Background: an optimization exercise with open tools, aiming at small area. Do not read the settings as production practice.
RTL that was checked went through simulation tests only; none was proved equivalent to the original.
For run 2, only the layout was checked, not whether the RTL still works.
Power and IR drop assume default switching activity.

<file path="flow/run.sh">
#!/bin/bash
# The standard layout with these changes:
#  - synthesis is the standard one (synth_recipe.tcl and ORFS's synth.tcl,
#    unchanged otherwise) but ABC maps with flow/area.abc, an area-oriented
#    script, instead of ORFS's delay-oriented abc_speed.script;
#  - flow/en_nor.py then rewrites the output gates that invert en inside
#    each gate to share one inverter (same function, smaller cells);
#  - the port buffers are the smallest buffer cell (sky130_fd_sc_hd__buf_1);
#  - floorplan skips its timing repair, which sizes up gates on nets that
#    are not yet buffered (REMOVE_ABC_BUFFERS=1; synthesis leaves no buffers
#    to remove); placement's repair_design buffers those nets;
#  - clock tree synthesis builds the tree from clkbuf_4 cells, in clusters
#    of up to 14 sinks within 40 um, and adds no
#    dummy loads (the default builds it from clkbuf_16 cells).
# Every tool's output goes to the ORFS logs under orfs/logs and to
# standard.log; the netlist rewrite reports to en_nor.log.
set -euo pipefail
W=$PWD
# ORFS's synth.tcl with only the abc call's script replaced
sed 's|log_cmd abc {\*}$abc_args|log_cmd abc {*}[lreplace $abc_args 1 1 $::env(MY_ABC_SCRIPT)]|' \
    "$FLOW_HOME/scripts/synth.tcl" > "$W/synth_area.tcl"
grep -q 'MY_ABC_SCRIPT' "$W/synth_area.tcl"
# The standard flow's synthesis wrapper, sourcing that copy
sed "s|source \$::env(SCRIPTS_DIR)/synth.tcl|source $W/synth_area.tcl|" \
    "$W/synth_recipe.tcl" > "$W/synth_recipe_area.tcl"
grep -q "synth_area.tcl" "$W/synth_recipe_area.tcl"
sed "s|SYNTH_SCRIPT=[^ ]*|SYNTH_SCRIPT=$W/synth_recipe_area.tcl|" "$W/standard.sh" > "$W/standard_area.sh"
grep -q "synth_recipe_area.tcl" "$W/standard_area.sh"
WH=$(grep -o 'WORK_HOME=[^ ]*' "$W/standard.sh" | head -1 | cut -d= -f2)
RES="$WH/results/$FLOW_PLATFORM/vec_alu/base"
export MY_ABC_SCRIPT="$W/flow/area.abc"
export BUFFER_PORTS_ARGS="-buffer_cell sky130_fd_sc_hd__buf_1"
export REMOVE_ABC_BUFFERS=1
export CTS_ARGS="-sink_clustering_enable -repair_clock_nets -dont_use_dummy_load -buf_list sky130_fd_sc_hd__clkbuf_4 -sink_clustering_size 14 -sink_clustering_max_diameter 40"
bash "$W/standard_area.sh" "$RES/1_2_yosys.v" > "$W/standard_synth.log" 2>&1
python3 "$W/flow/en_nor.py" "$RES/1_2_yosys.v" > "$W/en_nor.log" 2>&1
bash "$W/standard_area.sh" > "$W/standard.log" 2>&1
</file>
<file path="flow/area.abc">
strash
&get -n
&st
&synch2
&dch
&nf -R 1000 -p -F 8 -A 4
&put
</file>
<file path="flow/en_nor.py">
#!/usr/bin/env python3
# Netlist clean-up after synthesis: ABC maps each output gate
# S = en & ~mem_n to nor2b(A=mem_n, B_N=en), inverting en inside every gate.
# This rewrites them as nor2(A=mem_n, B=en_n) with one shared inverter
# for en_n. The function is unchanged.
import re, sys
path = sys.argv[1]
src = open(path).read()
pat = re.compile(r'sky130_fd_sc_hd__nor2b_1(\s+\S+\s*\(\s*\.A\(([^()]*)\),\s*\.B_N\(en\),\s*\.Y\(([^()]*)\)\s*\);)')
n = 0
def rep(m):
    global n
    n += 1
    return 'sky130_fd_sc_hd__nor2_1' + m.group(1).replace('.B_N(en)', '.B(en_n_shared)')
out = pat.sub(rep, src)
if n:
    mod = re.search(r'module\s+vec_alu\s*\(.*?\);', out, re.S)
    ins = ('\n  wire en_n_shared;\n  sky130_fd_sc_hd__inv_1 en_n_shared_inv (\n    .A(en),\n    .Y(en_n_shared)\n  );\n')
    out = out[:mod.end()] + ins + out[mod.end():]
open(path, 'w').write(out)
print(f"en_nor.py: rewrote {n} nor2b gates on en")
</file>
<file path="standard.sh">
#!/bin/bash
# synth_recipe.tcl (not shown) runs the flow's synth.tcl, then flattens the netlist and writes it again
# the make line also repeats each setting of config.mk as NAME=value (left out here)
make -C /OpenROAD-flow-scripts/flow DESIGN_CONFIG=/design/flow/config.mk WORK_HOME=/design/flow/orfs CLKGATE_MAP_FILE= SYNTH_SCRIPT=/design/flow/synth_recipe.tcl "${@:-finish}"
</file>
<file path="config.mk">
export PLATFORM = sky130hd
export DESIGN_NAME = vec_alu
export DESIGN_NICKNAME = vec_alu
export VERILOG_FILES = /design/flow/design.v
export SDC_FILE = /design/flow/constraint.sdc
export NUM_CORES = 4
export LEC_CHECK = 0
export CAP_MARGIN = 10
export CORE_AREA = 5 5 555 555
export DIE_AREA = 0 0 560 560
export SLEW_MARGIN = 10
</file>
<file path="constraint.sdc">
create_clock -name core_clock -period 10.0 [get_ports {clk}]
set_input_delay 2.0000 -clock core_clock [delete_from_list [all_inputs] [get_ports {clk}]]
set_output_delay 2.0000 -clock core_clock [all_outputs]
set_load 0.01 [all_outputs]
</file>
<file path="design.v">
module register #(
        parameter BITS = 8
    )(
        input logic [BITS-1:0] r,
        input logic set,
        input logic en,
        input logic clk,
        output logic [BITS-1:0] out
    );
    logic [BITS-1:0] mem_n;
    always_ff @(posedge clk) begin
        mem_n <= ~r & (mem_n | {BITS{set}});
    end
    assign out = ~mem_n & {BITS{en}};
endmodule
module vector_element_alu #(
        parameter BITS = 8,
        parameter N = 64
    )(
        input logic [N-1:0][BITS-1:0] A,
        input logic [BITS-1:0] A_len,
        input logic [N-1:0][BITS-1:0] B,
        input logic [BITS-1:0] B_len,
        input logic [BITS-1:0] scalar,
        input logic [2:0] op_sel,
        input logic scalar_sel,
        input logic set,
        input logic en,
        input logic clk,
        output logic [N-1:0][BITS-1:0] S,
        output logic [BITS-1:0] S_len
    );
    logic is_not, is_mul, use_b, inv, cin, kill, sel_s, sel_c, sel_cmp;
    logic [BITS-1:0] b_xor;
    assign is_not  = (op_sel == 3'd7);
    assign is_mul  = (op_sel == 3'd2);
    assign use_b   = ~scalar_sel & ~is_not;
    assign b_xor = is_not ? '1 : (scalar_sel ? scalar ^ {BITS{inv}} : {BITS{inv}});
    assign inv     = (op_sel == 3'd1) | (op_sel == 3'd3) | is_not;
    assign cin     = (op_sel == 3'd1) | (op_sel == 3'd3);
    assign kill    = op_sel[2];
    assign sel_s   = set & (op_sel != 3'd3) & (op_sel != 3'd4);
    assign sel_c   = set & ((op_sel == 3'd4) | (op_sel == 3'd5));
    assign sel_cmp = set & (op_sel == 3'd3);
    logic a_gt;
    always_comb begin
        a_gt = 1'b0;
        for (int i = 0; i < BITS; i++)
            a_gt = (A_len[i] & ~B_len[i]) | (~(A_len[i] ^ B_len[i]) & a_gt);
    end
    logic sel_a, sel_b;
    assign sel_a = set & (scalar_sel | a_gt);
    assign sel_b = set & ~(scalar_sel | a_gt);
    register #(.BITS(BITS)) len_reg (
        .r((A_len & {BITS{sel_a}}) | (B_len & {BITS{sel_b}})),
        .set(set),
        .en(en),
        .clk(clk),
        .out(S_len)
    );
    genvar i;
    generate
        for (i = 0; i < N; i++) begin : lane
            logic [BITS-1:0] r;
            alu_lane l (
                .a(A[i]),
                .bv(B[i]),
                .b_xor(b_xor),
                .use_b(use_b),
                .inv(inv),
                .m(is_mul),
                .cin(cin),
                .kill(kill),
                .sel_s(sel_s),
                .sel_c(sel_c),
                .sel_cmp(sel_cmp),
                .r(r)
            );
            register #(.BITS(BITS)) res_reg (
                .r(r),
                .set(set),
                .en(en),
                .clk(clk),
                .out(S[i])
            );
        end
    endgenerate
endmodule
module alu_lane (
        input  logic [7:0] a,
        input  logic [7:0] bv,
        input  logic [7:0] b_xor,
        input  logic       use_b,
        input  logic       inv,
        input  logic       m,
        input  logic       cin,
        input  logic       kill,
        input  logic       sel_s,
        input  logic       sel_c,
        input  logic       sel_cmp,
        output logic [7:0] r
    );
    logic [7:0] y;
    assign y = (bv & {8{use_b}}) ^ b_xor;
    logic x0, y0;
    logic [7:0][7:0] ppn;
    assign x0 = a[0] | ~m;
    assign y0 = y[0] | ~m;
    always_comb begin
        ppn = '1;
        for (int k = 0; k < 8; k++) ppn[k][0] = ~(a[k] & y0);
        for (int k = 1; k < 8; k++) ppn[0][k] = ~(x0 & y[k]);
        for (int p = 1; p < 8; p++)
            for (int q = 1; p + q < 8; q++)
                ppn[p][q] = ~(a[p] & y[q] & m);
    end
    logic fc3_0, fc4_0, fc4_1, fc5_0, fc5_1, fc5_2, fc6_0, fc6_1, fc6_2, fc6_3, fs3_0, fs4_0, fs4_1, fs5_0, fs5_1, fs5_2, fs6_0, fs6_1, fs6_2, fs6_3, hc2_0, hc3_1, hc4_2, hc5_3, hc6_4, hs2_0, hs3_1, hs4_2, hs5_3, hs6_4;
    assign hs2_0 = ~(ppn[2][0] ^ ppn[1][1]);
    assign hc2_0 = ppn[2][0] | ppn[1][1];
    assign fs3_0 = ppn[3][0] ^ ppn[1][2] ^ ppn[2][1];
    assign fc3_0 = (ppn[3][0] & ppn[1][2]) | (ppn[3][0] & ppn[2][1]) | (ppn[1][2] & ppn[2][1]);
    assign hs3_1 = ~(fs3_0 ^ hc2_0);
    assign hc3_1 = fs3_0 | hc2_0;
    assign fs4_0 = ppn[4][0] ^ ppn[1][3] ^ ppn[2][2];
    assign fc4_0 = (ppn[4][0] & ppn[1][3]) | (ppn[4][0] & ppn[2][2]) | (ppn[1][3] & ppn[2][2]);
    assign fs4_1 = fs4_0 ^ ppn[3][1] ^ fc3_0;
    assign fc4_1 = (fs4_0 & ppn[3][1]) | (fs4_0 & fc3_0) | (ppn[3][1] & fc3_0);
    assign hs4_2 = ~(fs4_1 ^ hc3_1);
    assign hc4_2 = fs4_1 | hc3_1;
    assign fs5_0 = ppn[5][0] ^ ppn[1][4] ^ ppn[2][3];
    assign fc5_0 = (ppn[5][0] & ppn[1][4]) | (ppn[5][0] & ppn[2][3]) | (ppn[1][4] & ppn[2][3]);
    assign fs5_1 = fs5_0 ^ ppn[3][2] ^ ppn[4][1];
    assign fc5_1 = (fs5_0 & ppn[3][2]) | (fs5_0 & ppn[4][1]) | (ppn[3][2] & ppn[4][1]);
    assign fs5_2 = fs5_1 ^ fc4_0 ^ fc4_1;
    assign fc5_2 = (fs5_1 & fc4_0) | (fs5_1 & fc4_1) | (fc4_0 & fc4_1);
    assign hs5_3 = ~(fs5_2 ^ hc4_2);
    assign hc5_3 = fs5_2 | hc4_2;
    assign fs6_0 = ppn[6][0] ^ ppn[1][5] ^ ppn[2][4];
    assign fc6_0 = (ppn[6][0] & ppn[1][5]) | (ppn[6][0] & ppn[2][4]) | (ppn[1][5] & ppn[2][4]);
    assign fs6_1 = fs6_0 ^ ppn[3][3] ^ ppn[4][2];
    assign fc6_1 = (fs6_0 & ppn[3][3]) | (fs6_0 & ppn[4][2]) | (ppn[3][3] & ppn[4][2]);
    assign fs6_2 = fs6_1 ^ ppn[5][1] ^ fc5_0;
    assign fc6_2 = (fs6_1 & ppn[5][1]) | (fs6_1 & fc5_0) | (ppn[5][1] & fc5_0);
    assign fs6_3 = fs6_2 ^ fc5_1 ^ fc5_2;
    assign fc6_3 = (fs6_2 & fc5_1) | (fs6_2 & fc5_2) | (fc5_1 & fc5_2);
    assign hs6_4 = ~(fs6_3 ^ hc5_3);
    assign hc6_4 = fs6_3 | hc5_3;
    logic [7:0] xn, yn;
    assign xn[0] = ppn[0][0];
    assign yn[0] = ~(y[0] & ~m);
    assign xn[1] = ppn[1][0];
    assign xn[2] = hs2_0;
    assign xn[3] = hs3_1;
    assign xn[4] = hs4_2;
    assign xn[5] = hs5_3;
    assign xn[6] = hs6_4;
    assign xn[7] = ~(ppn[7][0] ^ ppn[1][6] ^ ppn[2][5] ^ ppn[3][4] ^ ppn[4][3] ^ ppn[5][2] ^ ppn[6][1] ^ fc6_0 ^ fc6_1 ^ fc6_2 ^ fc6_3 ^ hc6_4);
    always_comb for (int k = 1; k < 8; k++) yn[k] = ppn[0][k];
    logic [8:0] cn;
    logic [7:0] sn, con, s, co;
    assign cn[0] = ~cin;
    always_comb begin
        for (int k = 0; k < 8; k++) begin
            sn[k]  = xn[k] ^ yn[k] ^ cn[k];
            con[k] = (xn[k] & yn[k]) | (xn[k] & cn[k]) | (yn[k] & cn[k]);
            cn[k+1] = con[k] | kill;
        end
    end
    assign s  = ~sn;
    assign co = ~con;
    logic nz;
    assign nz = |s;
    always_comb begin
        r[0] = (s[0] & sel_s) | (co[0] & sel_c) | (nz & sel_cmp);
        for (int k = 1; k < 8; k++)
            r[k] = (s[k] & sel_s) | (co[k] & sel_c) | (s[7] & sel_cmp);
    end
endmodule
module vec_alu (
        input  logic         clk,
        input  logic         set,
        input  logic         en,
        input  logic [2:0]   op_sel,
        input  logic         scalar_sel,
        input  logic [7:0]   scalar,
        input  logic [511:0] A,
        input  logic [7:0]   A_len,
        input  logic [511:0] B,
        input  logic [7:0]   B_len,
        output logic [511:0] S,
        output logic [7:0]   S_len
    );
    vector_element_alu #(
        .BITS(8),
        .N(64)
    ) alu (
        .A(A),
        .A_len(A_len),
        .B(B),
        .B_len(B_len),
        .scalar(scalar),
        .op_sel(op_sel),
        .scalar_sel(scalar_sel),
        .set(set),
        .en(en),
        .clk(clk),
        .S(S),
        .S_len(S_len)
    );
endmodule
</file>
==> flow_summary.rst, run 1 <==
.. list-table::
   :header-rows: 1

   * - Metric
     - Value
   * - Number of antenna violations at the first check in global routing
     - 126
   * - Total of max-cap violations
     - 0
   * - Post-CTS Setup Bufs
     - 0
   * - Min-delay worst type
     - reg2reg
   * - Number of buffers on the longest clock path
     - 4
   * - Hold violation count in the final report
     - 0
   * - Count of antenna-violating nets left after detailed routing
     - 0
   * - CTS-repair resized insts
     - 0
   * - # H-tree levels
     - 4
   * - Fin crit period
     - 8537 ps
   * - DRC marker count from the first detailed-route iteration
     - 8380
   * - Dpl ws
     - 429.5 ps
   * - Register-to-Register Setup Slack
     - 8870 ps
   * - Sinks on the clock net
     - 520
   * - Max-slew violation count
     - 0
   * - Buffers on Ports
     - 1574
   * - Layout area overhead
     - 18.04%
   * - Reg-to-reg critical path startpoint
     - alu.lane[47].res_reg.mem_n[0]$_DFF_P_
   * - Type of the worst setup path
     - in2reg
   * - Overall global routing resource usage
     - 23.93%
   * - Floorplan die width
     - 560 um
   * - Startpoint types
     - input port
   * - Fraction of layout instances using a drive strength above 1
     - 2.729%
   * - Fmax
     - 117.1 MHz
   * - Die H
     - 560 um
   * - Mean routed wirelength per cell
     - 25.34 um
   * - Launch point of the worst hold path
     - alu.len_reg.mem_n[1]$_DFF_P_
   * - Wirelength, routed
     - 391.7 mm
   * - Number of DRC violations after detailed routing
     - 0
   * - Capture instance of the worst register-to-register path
     - alu.lane[47].res_reg.mem_n[0]$_DFF_P_
   * - Yosys Warn Count
     - 3
   * - Worst hold stages
     - 2
   * - Worst vdd rail ir drop
     - 83.70 uV
   * - Leakage power
     - 35.78 nW
   * - Int Power
     - 0.006130 W
   * - Unrepaired setup endpoints after global routing
     - no
   * - Overall die area
     - 313600 um2
   * - Final worst path period share
     - 85.37%
   * - Via count of the first global-routing pass
     - 80690
   * - CP max FO
     - 31
   * - Total standard cell area after synthesis
     - 78410 um2
   * - Final global-route overflow total
     - 0
   * - Std-Cell Rows
     - 202
   * - Power density over the cells
     - 131.8 nW/um2
   * - Transition time at the pin with the least slew margin
     - 1244 ps
   * - Worst slew margin relative to its limit
     - 16.78%
   * - Largest clock skew in the final design
     - 0 ps
   * - Setup total negative slack
     - 0 ps
   * - Final Wtd Congestion
     - 0.9895
   * - Arrival time at the worst endpoint
     - 9460 ps
   * - Detailed-route via count
     - 80420
   * - Hold-critical path endpoint
     - alu.len_reg.mem_n[1]$_DFF_P_
   * - Capturing element type of the critical path
     - flip-flop
   * - Final layout net count
     - 13930
   * - Clock root buffer master
     - clkbuf_4
   * - Finished layout cell area
     - 92560 um2
   * - Switch share
     - 49.76%
   * - Logic gate share of total power
     - 57.3%
   * - Later-pin clock latency in the skew report
     - 1170 ps
   * - Quantity of hold-fixing buffers added after cts
     - 0
   * - Pin count of the biggest net entering global routing
     - 165
   * - Hpwl dp
     - 315.3 mm
   * - Switching power
     - 0.006073 W
   * - Status
     - timing/DRC/antenna clean
   * - Core box area
     - 302000 um2
   * - Sequential fraction of design power
     - 28.5%
   * - R2R cell count
     - 2
   * - Setup Viol. Count Final
     - 0
   * - Post-Syn Area per Cell
     - 8.224 um2
   * - Placement-stage cell area
     - 91190 um2
   * - Detail-routed via count per cell
     - 5.201
   * - I/O pin count
     - 1575
   * - TritonCTS clock tree
     - built
   * - DRT Pass-1 Iters
     - 7
   * - Worst Slack Setup Final
     - 1463 ps
   * - Number of buffers created by CTS
     - 153
   * - CP Data Required Time
     - 10930 ps
   * - Global-route wire length before repair
     - 563.2 mm
   * - Clock power share
     - 14.2%
   * - Clock transition at path regs
     - 60 ps
   * - Number of instances in the synthesized netlist
     - 9535
   * - Initial standard-cell utilization of the core
     - 25.96%
[placed cells by master, fill, tap and decap left out, drive strengths merged, types with 32 or more instances in the layout]
| cell | instances |
|---|---|
| xor2 | 366 |
| and2 | 257 |
| nor2 | 1535 |
| nand2b | 195 |
| nor2b | 708 |
| dfxtp | 520 |
| buf | 1706 |
| a21oi | 716 |
| nand3 | 401 |
| fa | 1152 |
| diode | 87 |
| o21ai | 547 |
| nand2 | 1125 |
| nor4b | 53 |
| xnor2 | 786 |
| clkbuf | 156 |
| a31oi | 32 |
| and3 | 221 |
| o22ai | 167 |
| ha | 327 |
| a221oi | 39 |
| clkinv | 271 |
| nor3 | 66 |
[cell type report]
cell class | count | area [um2]
clock buffers | 153 | 1149
multi-input cells | 8743 | 67190
diodes | 87 | 217.7
inverters | 272 | 1028
well taps | 3978 | 4977
fillers | 32880 | 209500
repair buffers | 1709 | 7581
flip-flops and latches | 520 | 10410
[layer usage]
layer,up-vias,global-route usage (%),part of all wire [%]
met2,4496,37.29,44
met1,39430,30.02,39
li1,35440,-,-
met4,86,12.89,6.1
met3,965,6.640,10
met5,-,0,0.15
[worst max-delay path by stage]
stage / startpoint / to / slack, ps / depth (start not counted)
2_1_floorplan: op_sel[0] / alu.lane[18].res_reg.mem_n[2]$_DFF_P_ / -48010 / 22
3_3_place_gp: op_sel[2] / alu.lane[2].res_reg.mem_n[5]$_DFF_P_ / 560 / 29
3_5_place_dp: op_sel[2] / alu.lane[2].res_reg.mem_n[2]$_DFF_P_ / 430 / 29
4_1_cts: op_sel[2] / alu.lane[5].res_reg.mem_n[3]$_DFF_P_ / 1810 / 28
5_1_grt: op_sel[1] / alu.lane[42].res_reg.mem_n[5]$_DFF_P_ / 1290 / 29
6_report: op_sel[1] / alu.lane[5].res_reg.mem_n[3]$_DFF_P_ / 1460 / 28
[critical path, cell delays in order]
cell and delay (ps):
buf_1 210, nand2b_1 350, and2_0 450, a21oi_1 130, a31oi_4 280, buf_12 300
xor2_1 290, nand2_1 280, and2_0 280, fa_1 420, nand2b_1 110, fa_1 220
nor2_1 70, fa_1 420, nor2b_1 160, fa_1 410, nor2b_1 150, fa_1 440
nor2b_1 160, fa_1 410, nor2b_1 150, fa_1 410, nand2b_1 110, fa_1 470
nor2_1 390, a21oi_1 90, o21ai_0 100, a21oi_1 50
[flip-flops by register name, summed over array words and instances (netlist names)]
signal                  cells
alu.lane.res_reg.mem_n    512
alu.len_reg.mem_n           8
[per-stage QoR]
step	instances	hold WS, ps	total power (W)	util (%)
6_report	15460	447.6	0.01220	30.65
5_1_grt	15450	477.1	0.01311	30.63
4_1_cts	15380	449.4	0.01222	30.57
3_5_place_dp	15220	442.9	0.01039	30.19
3_3_place_gp	15220	436.0	0.01037	30.19
2_1_floorplan	9535	427.0	0.007789	-
[power groups by stage]
stage | sequential, W | clock [W] | combinational [W]
6_report | 0.00348 | 0.00174 | 0.00699
5_1_grt | 0.00354 | 0.00189 | 0.00769
4_1_cts | 0.00346 | 0.00181 | 0.00694
3_5_place_dp | 0.00350 | 0 | 0.00689
3_3_place_gp | 0.00351 | 0 | 0.00686
2_1_floorplan | 0.00311 | 0 | 0.00468
==> run 2: changes to the inputs <==
==> design.v (replaced) <==
module register #(
        parameter BITS = 8
    )(
        input logic [BITS-1:0] in,
        input logic set,
        input logic en,
        input logic clk,
        output logic [BITS-1:0] out
    );
    logic [BITS-1:0] mem;
    always_ff @(posedge clk) begin
        if(set) mem <= in;
    end
    assign out = en ? mem : '0;
endmodule
module vector_element_alu #(
        parameter BITS = 8,
        parameter N = 64,
        parameter MULT_SHIFT = 0
    )(
        input logic [N-1:0][BITS-1:0] A,
        input logic [BITS-1:0] A_len,
        input logic [N-1:0][BITS-1:0] B,
        input logic [BITS-1:0] B_len,
        input logic [BITS-1:0] scalar,
        input logic [2:0] op_sel,
        input logic scalar_sel,
        input logic set,
        input logic en,
        input logic clk,
        output logic [N-1:0][BITS-1:0] S,
        output logic [BITS-1:0] S_len
    );
    logic [N-1:0][BITS-1:0] B_inter;
    logic [7:0] S_len_inter;
    assign S_len_inter = (scalar_sel) ? A_len : ((A_len > B_len) ? A_len : B_len);
    register #(
        .BITS(8)
    ) len (
        .in(S_len_inter),
        .set(set),
        .en(en),
        .clk(clk),
        .out(S_len)
    );
    genvar i;
    generate
        for (i=0; i<N; i++) begin
            assign B_inter[i] = scalar_sel ? scalar : B[i];
            single_element_alu #(
                .BITS(BITS),
                .MULT_SHIFT(MULT_SHIFT)
            ) alu (
                .A(A[i]),
                .B(B_inter[i]),
                .sel(op_sel),
                .set(set),
                .S(S[i]),
                .en(en),
                .clk(clk)
            );
        end
    endgenerate
endmodule
module single_element_alu #(
        parameter BITS = 8,
        parameter MULT_SHIFT = 0
    )(
        input logic [BITS-1:0] A,
        input logic [BITS-1:0] B,
        input logic [2:0] sel,
        input logic set,
        input logic en,
        input logic clk,
        output logic [BITS-1:0] S
    );
    logic [BITS-1:0] S_int;
    logic [BITS-1:0] add_sub_out;
    logic [BITS-1:0] mult_out;
    logic [BITS-1:0] cmp_out;
    always_comb begin
        if (sel[2]) begin  
            case (sel[1:0])
                2'b00: S_int = A & B;
                2'b01: S_int = A | B;
                2'b10: S_int = A ^ B;
                2'b11: S_int = ~A;
            endcase
        end else begin  
            if (sel[1]) begin  
                if (sel[0]) begin
                    S_int = cmp_out;
                end else begin
                    S_int = mult_out;
                end
            end else begin  
                S_int = add_sub_out;
            end
        end
    end
    assign cmp_out[BITS-1:1] = { (BITS-1) {add_sub_out[BITS-1]} };
    assign cmp_out[0] = |add_sub_out;
    single_add_sub #(
        .BITS(BITS)
    ) adder (
        .A(A),
        .B(B),
        .sub(sel[0]),
        .S(add_sub_out)
    );
    single_multiplier #(
        .BITS(BITS),
        .OUT_SHIFT(MULT_SHIFT)
    ) mult (
        .A(A),
        .B(B),
        .P(mult_out)
    ); 
    register #(
        .BITS(BITS)
    ) r (
        .in(S_int),
        .set(set),
        .en(en),
        .clk(clk),
        .out(S)
    );
endmodule
module single_add_sub #(
        parameter BITS = 8
    )(
        input logic [BITS-1:0] A,
        input logic [BITS-1:0] B,
        input logic sub,
        output logic [BITS-1:0] S
    );
    logic[BITS-1:0] B_int;
    assign B_int = B ^ {BITS{sub}};
    assign S = A + B_int + sub;
endmodule
module single_multiplier #(
        parameter BITS = 8,
        parameter OUT_SHIFT = 0
    )(
        input logic signed [BITS-1:0] A,
        input logic signed [BITS-1:0] B,
        output logic signed [BITS-1:0] P
    );
    logic [2*BITS-1:0] temp_P;
    assign temp_P = A * B;
    always_comb begin
        for (int i=0; i<BITS; i++) begin
            P[i] = temp_P[i+OUT_SHIFT];
        end
    end
endmodule
module vec_alu (
        input  logic         clk,
        input  logic         set,
        input  logic         en,
        input  logic [2:0]   op_sel,
        input  logic         scalar_sel,
        input  logic [7:0]   scalar,
        input  logic [511:0] A,
        input  logic [7:0]   A_len,
        input  logic [511:0] B,
        input  logic [7:0]   B_len,
        output logic [511:0] S,
        output logic [7:0]   S_len
    );
    vector_element_alu #(
        .BITS(8),
        .N(64),
        .MULT_SHIFT(0)
    ) alu (
        .A(A),
        .A_len(A_len),
        .B(B),
        .B_len(B_len),
        .scalar(scalar),
        .op_sel(op_sel),
        .scalar_sel(scalar_sel),
        .set(set),
        .en(en),
        .clk(clk),
        .S(S),
        .S_len(S_len)
    );
endmodule
==> run.sh (new file) <==
#!/bin/bash
# synth_recipe.tcl (not shown) runs the flow's synth.tcl, then flattens the netlist and writes it again
# the make line also repeats each setting of config.mk as NAME=value (left out here)
make -C /OpenROAD-flow-scripts/flow DESIGN_CONFIG=/design/flow/config.mk WORK_HOME=/design/flow/orfs CLKGATE_MAP_FILE= SYNTH_SCRIPT=/design/flow/synth_recipe.tcl finish
--- a/config.mk
+++ b/config.mk
@@ -7,5 +7,5 @@
 export LEC_CHECK = 0
-export CAP_MARGIN = 10
-export CORE_AREA = 5 5 555 555
-export DIE_AREA = 0 0 560 560
-export SLEW_MARGIN = 10
+export CAP_MARGIN = 20
+export CORE_MARGIN = 2
+export CORE_UTILIZATION = 30
+export SLEW_MARGIN = 20
removed: flow/run.sh
removed: flow/area.abc
removed: flow/en_nor.py
removed: standard.sh
==> flow_summary.rst, run 2 <==
.. list-table::
   :header-rows: 1

   * - Metric
     - Value
   * - Type of the worst setup path
     - in2reg
   * - Power density over the cells
     - 119.5 nW/um2
   * - Detailed-route via count
     - 128700
   * - #FFs+latches synth
     - 520
   * - Sinks on the clock net
     - 520
   * - Switching power
     - 0.009452 W
   * - Transition time at the pin with the least slew margin
     - 1103 ps
   * - TritonCTS clock tree
     - built
   * - Top cells by instance count after synthesis
     - inv_1 (3117), ha_1 (2632), nor2_1 (2083)
   * - Int Power
     - 0.01108 W
   * - CP max FO
     - 23
   * - Total of max-cap violations
     - 0
   * - Std-Cell Rows
     - 255
   * - Post-Synth Simple-Gate Area
     - 12.46%
   * - Number of instances in the synthesized netlist
     - 16960
   * - Top reg by flops
     - alu.genblk1.alu.r.mem
   * - Compound-gate portion of the synthesized area
     - 11.89%
   * - Final layout net count
     - 22690
   * - Finished layout cell area
     - 171800 um2
   * - Area share of the largest cell type after synthesis
     - 22.65%
   * - CP Data Required Time
     - 10590 ps
   * - Status
     - timing/DRC/antenna clean
   * - # H-tree levels
     - 3
   * - Post-CTS Setup Bufs
     - 0
   * - Cell with the most instances after synthesis
     - inv_1
   * - CTS-repair resized insts
     - 0
   * - Share of async-settable or async-resettable flops after synthesis
     - 0%
   * - Capturing element type of the critical path
     - flip-flop
   * - Mux cell area share after synthesis
     - 8.954%
   * - Unrepaired setup endpoints after global routing
     - no
   * - Final worst path period share
     - 73.11%
   * - Layout area overhead
     - 18.17%
   * - Setup total negative slack
     - 0 ps
   * - Arrival time at the worst endpoint
     - 7900 ps
   * - Worst vdd rail ir drop
     - 149.3 uV
   * - Total standard cell area after synthesis
     - 145400 um2
   * - Dominant cell type by area after synthesis
     - ha_1
   * - Min-delay worst type
     - in2reg
   * - Core box area
     - 482400 um2
   * - Leakage power
     - 79.79 nW
   * - Quantity of hold-fixing buffers added after cts
     - 0
   * - Buffers on Ports
     - 1574
   * - Commonest non-fill, non-tap cell in the layout
     - inv_1
   * - Top flop regs
     - alu.genblk1.alu.r.mem: 512 flops, alu.len.mem: 8 flops
   * - Number of antenna violations at the first check in global routing
     - 226
   * - Startpoint types
     - input port
   * - Synth Area in Adders
     - 34.11%
   * - Fin crit period
     - 7311 ps
   * - Worst slew margin relative to its limit
     - 26.44%
   * - Sequential fraction of design power
     - 15.1%
   * - Combinational family with the most area after synthesis
     - adder cells
   * - Pin count of the biggest net entering global routing
     - 130
   * - Wirelength, routed
     - 638.1 mm
   * - Logic gate share of total power
     - 67.7%
   * - Clock power share
     - 17.2%
   * - Global-route wire length before repair
     - 910.5 mm
   * - Placement-stage cell area
     - 168400 um2
   * - Number of flip-flops in the largest register
     - 512
   * - Synth unique cells
     - 81
   * - Floorplan die width
     - 700.1 um
   * - Post-Syn Area per Cell
     - 8.573 um2
   * - Initial standard-cell utilization of the core
     - 30.14%
   * - Mean routed wirelength per cell
     - 25.72 um
   * - Detail-routed via count per cell
     - 5.188
   * - Count of antenna-violating nets left after detailed routing
     - 0
   * - Most frequent cells in the layout
     - inv_1 (3116), ha_1 (2632), nor2_1 (2080), clkdlybuf4s50_1 (1561), xnor2_1 (1243)
   * - Clock transition at path regs
     - 60 ps
   * - Synth Flop Type
     - edfxtp_1
   * - Net count of the mapped netlist
     - 21480
   * - Dominant cells by area after synthesis
     - ha_1 (23%), fa_1 (11%), edfxtp_1 (11%)
   * - Hpwl dp
     - 506.5 mm
   * - XOR/XNOR share of the synthesized area
     - 11.47%
   * - Tot Pwr
     - 0.02053 W
   * - Final global-route overflow total
     - 0
   * - Fraction of layout instances using a drive strength above 1
     - 6.075%
   * - DRC marker count from the first detailed-route iteration
     - 11880
   * - I/O pin count
     - 1575
   * - Hold violation count in the final report
     - 0
   * - Yosys Warn Count
     - 3
   * - Via count of the first global-routing pass
     - 127600
   * - Overall global routing resource usage
     - 25.24%
   * - Die H
     - 700.1 um
   * - Max-slew violation count
     - 0
   * - Number of buffers on the longest clock path
     - 4
   * - Switch share
     - 46.04%
   * - Final Wtd Congestion
     - 0.9675
   * - Number of enable flip-flop cells after synthesis
     - 520
   * - Sequential cell area fraction in the yosys report
     - 10.74%
   * - Overall die area
     - 490200 um2
   * - Fmax
     - 136.8 MHz
   * - Clock root buffer master
     - clkbuf_16
   * - Number of buffers created by CTS
     - 92
   * - Setup Viol. Count Final
     - 0
   * - Number of DRC violations after detailed routing
     - 0
   * - DRT Pass-1 Iters
     - 8
[run 2: layout make-up]
| class | instances | area (um2) |
|---|---|---|
| Fill cell | 49610 | 310600 |
| Antenna cell | 147 | 367.9 |
| Multi-Input combinational cell | 12580 | 114800 |
| Clock buffer | 103 | 2344 |
| Sequential cell | 520 | 15620 |
| Clock inverter | 54 | 665.6 |
| Timing Repair Buffer | 1821 | 18090 |
| Tap cell | 6425 | 8039 |
| Inverter | 3157 | 11870 |
[run 2: final timing paths]
path	to	from	cells past startpoint
min	alu.genblk1[16].alu.r.mem[3]$_DFFE_PP_	set	1
max	alu.genblk1[49].alu.r.mem[7]$_DFFE_PP_	scalar_sel	20
[run 2: critical path: stages]
cell and delay (ps):
buf_8 360, and2_4 770, buf_4 580, a21oi_1 220
inv_1 220, nand2_1 100, fa_1 420, inv_1 70
fa_1 430, fa_1 550, inv_1 50, fa_1 480
inv_1 40, ha_1 300, a21oi_1 170, xnor2_1 160
xnor2_1 90, xnor3_1 370, mux2i_1 70, mux2_2 290
[run 2: logic make-up after synthesis]
group,after synthesis
and+or+nand+nor,4036
xor gates and xnor gates,1846
adders and majority gates,3464
buffers and inverters,3854
DFF,520
muxes,691
AOI/OAI and AO/OA,2546
[run 2: stage by stage]
step / setup WS, ps / hold slack [ps] / cells / util [%]
after floorplan: 2737 / 2113 / 16960 / -
after global placement: 1775 / 2554 / 24510 / 34.90
after detailed placement: 1791 / 2558 / 24510 / 34.91
after CTS: 2736 / 1561 / 24660 / 35.53
after global routing: 2437 / 1575 / 24760 / 35.59
final: 2689 / 1610 / 24810 / 35.61
[run 2: layer usage]
layer	GRT usage [%]	up-vias	routed length (um)
li1	-	58690	-
met1	32.00	63290	262100
met2	39.21	5356	281100
met3	5.081	1274	49080
met4	15.93	98	45250
met5	0	-	603
[run 2: power groups by stage]
stage	registers, W	logic, W	clock network (W)
final	0.00309	0.0139	0.00353
after global routing	0.00312	0.0154	0.00367
after CTS	0.00310	0.0139	0.00364
after detailed placement	0.00314	0.0138	0
after global placement	0.00314	0.0136	0
after floorplan	0.00296	0.00937	0

[port drivers added, routing unchanged]
How much do the figures lean on ideal ports? The routed layouts below were timed once more, with nothing changed but the port constraints.
Step 1: set_driving_cell puts a clkbuf_16 on clk and a buf_2 on each other input, an assumption about the parent block.
Step 2 also shifts input and output timing later by t, the mid clock arrival at the registers, as if the neighbouring blocks saw the same clock.
a / b / c = ideal / step 1 / step 2; a / b = the first two.
| run | t, ns | slack for setup (ns) | worst setup path at the end | worst register clock-pin slew, ns |
|---|---|---|---|---|
| run 1 | 1.216 | 1.463 / 1.436 / 0.220 | input to register | 0.11 / 0.11 |
| run 2 | 0.972 | 2.689 / 2.631 / 1.659 | input to register | 0.08 / 0.08 |
After both steps every run listed still meets setup and hold. For run 1, which loses most, drivers alone change the setup slack by -0.027 ns; drivers and shift together by -1.243 ns.
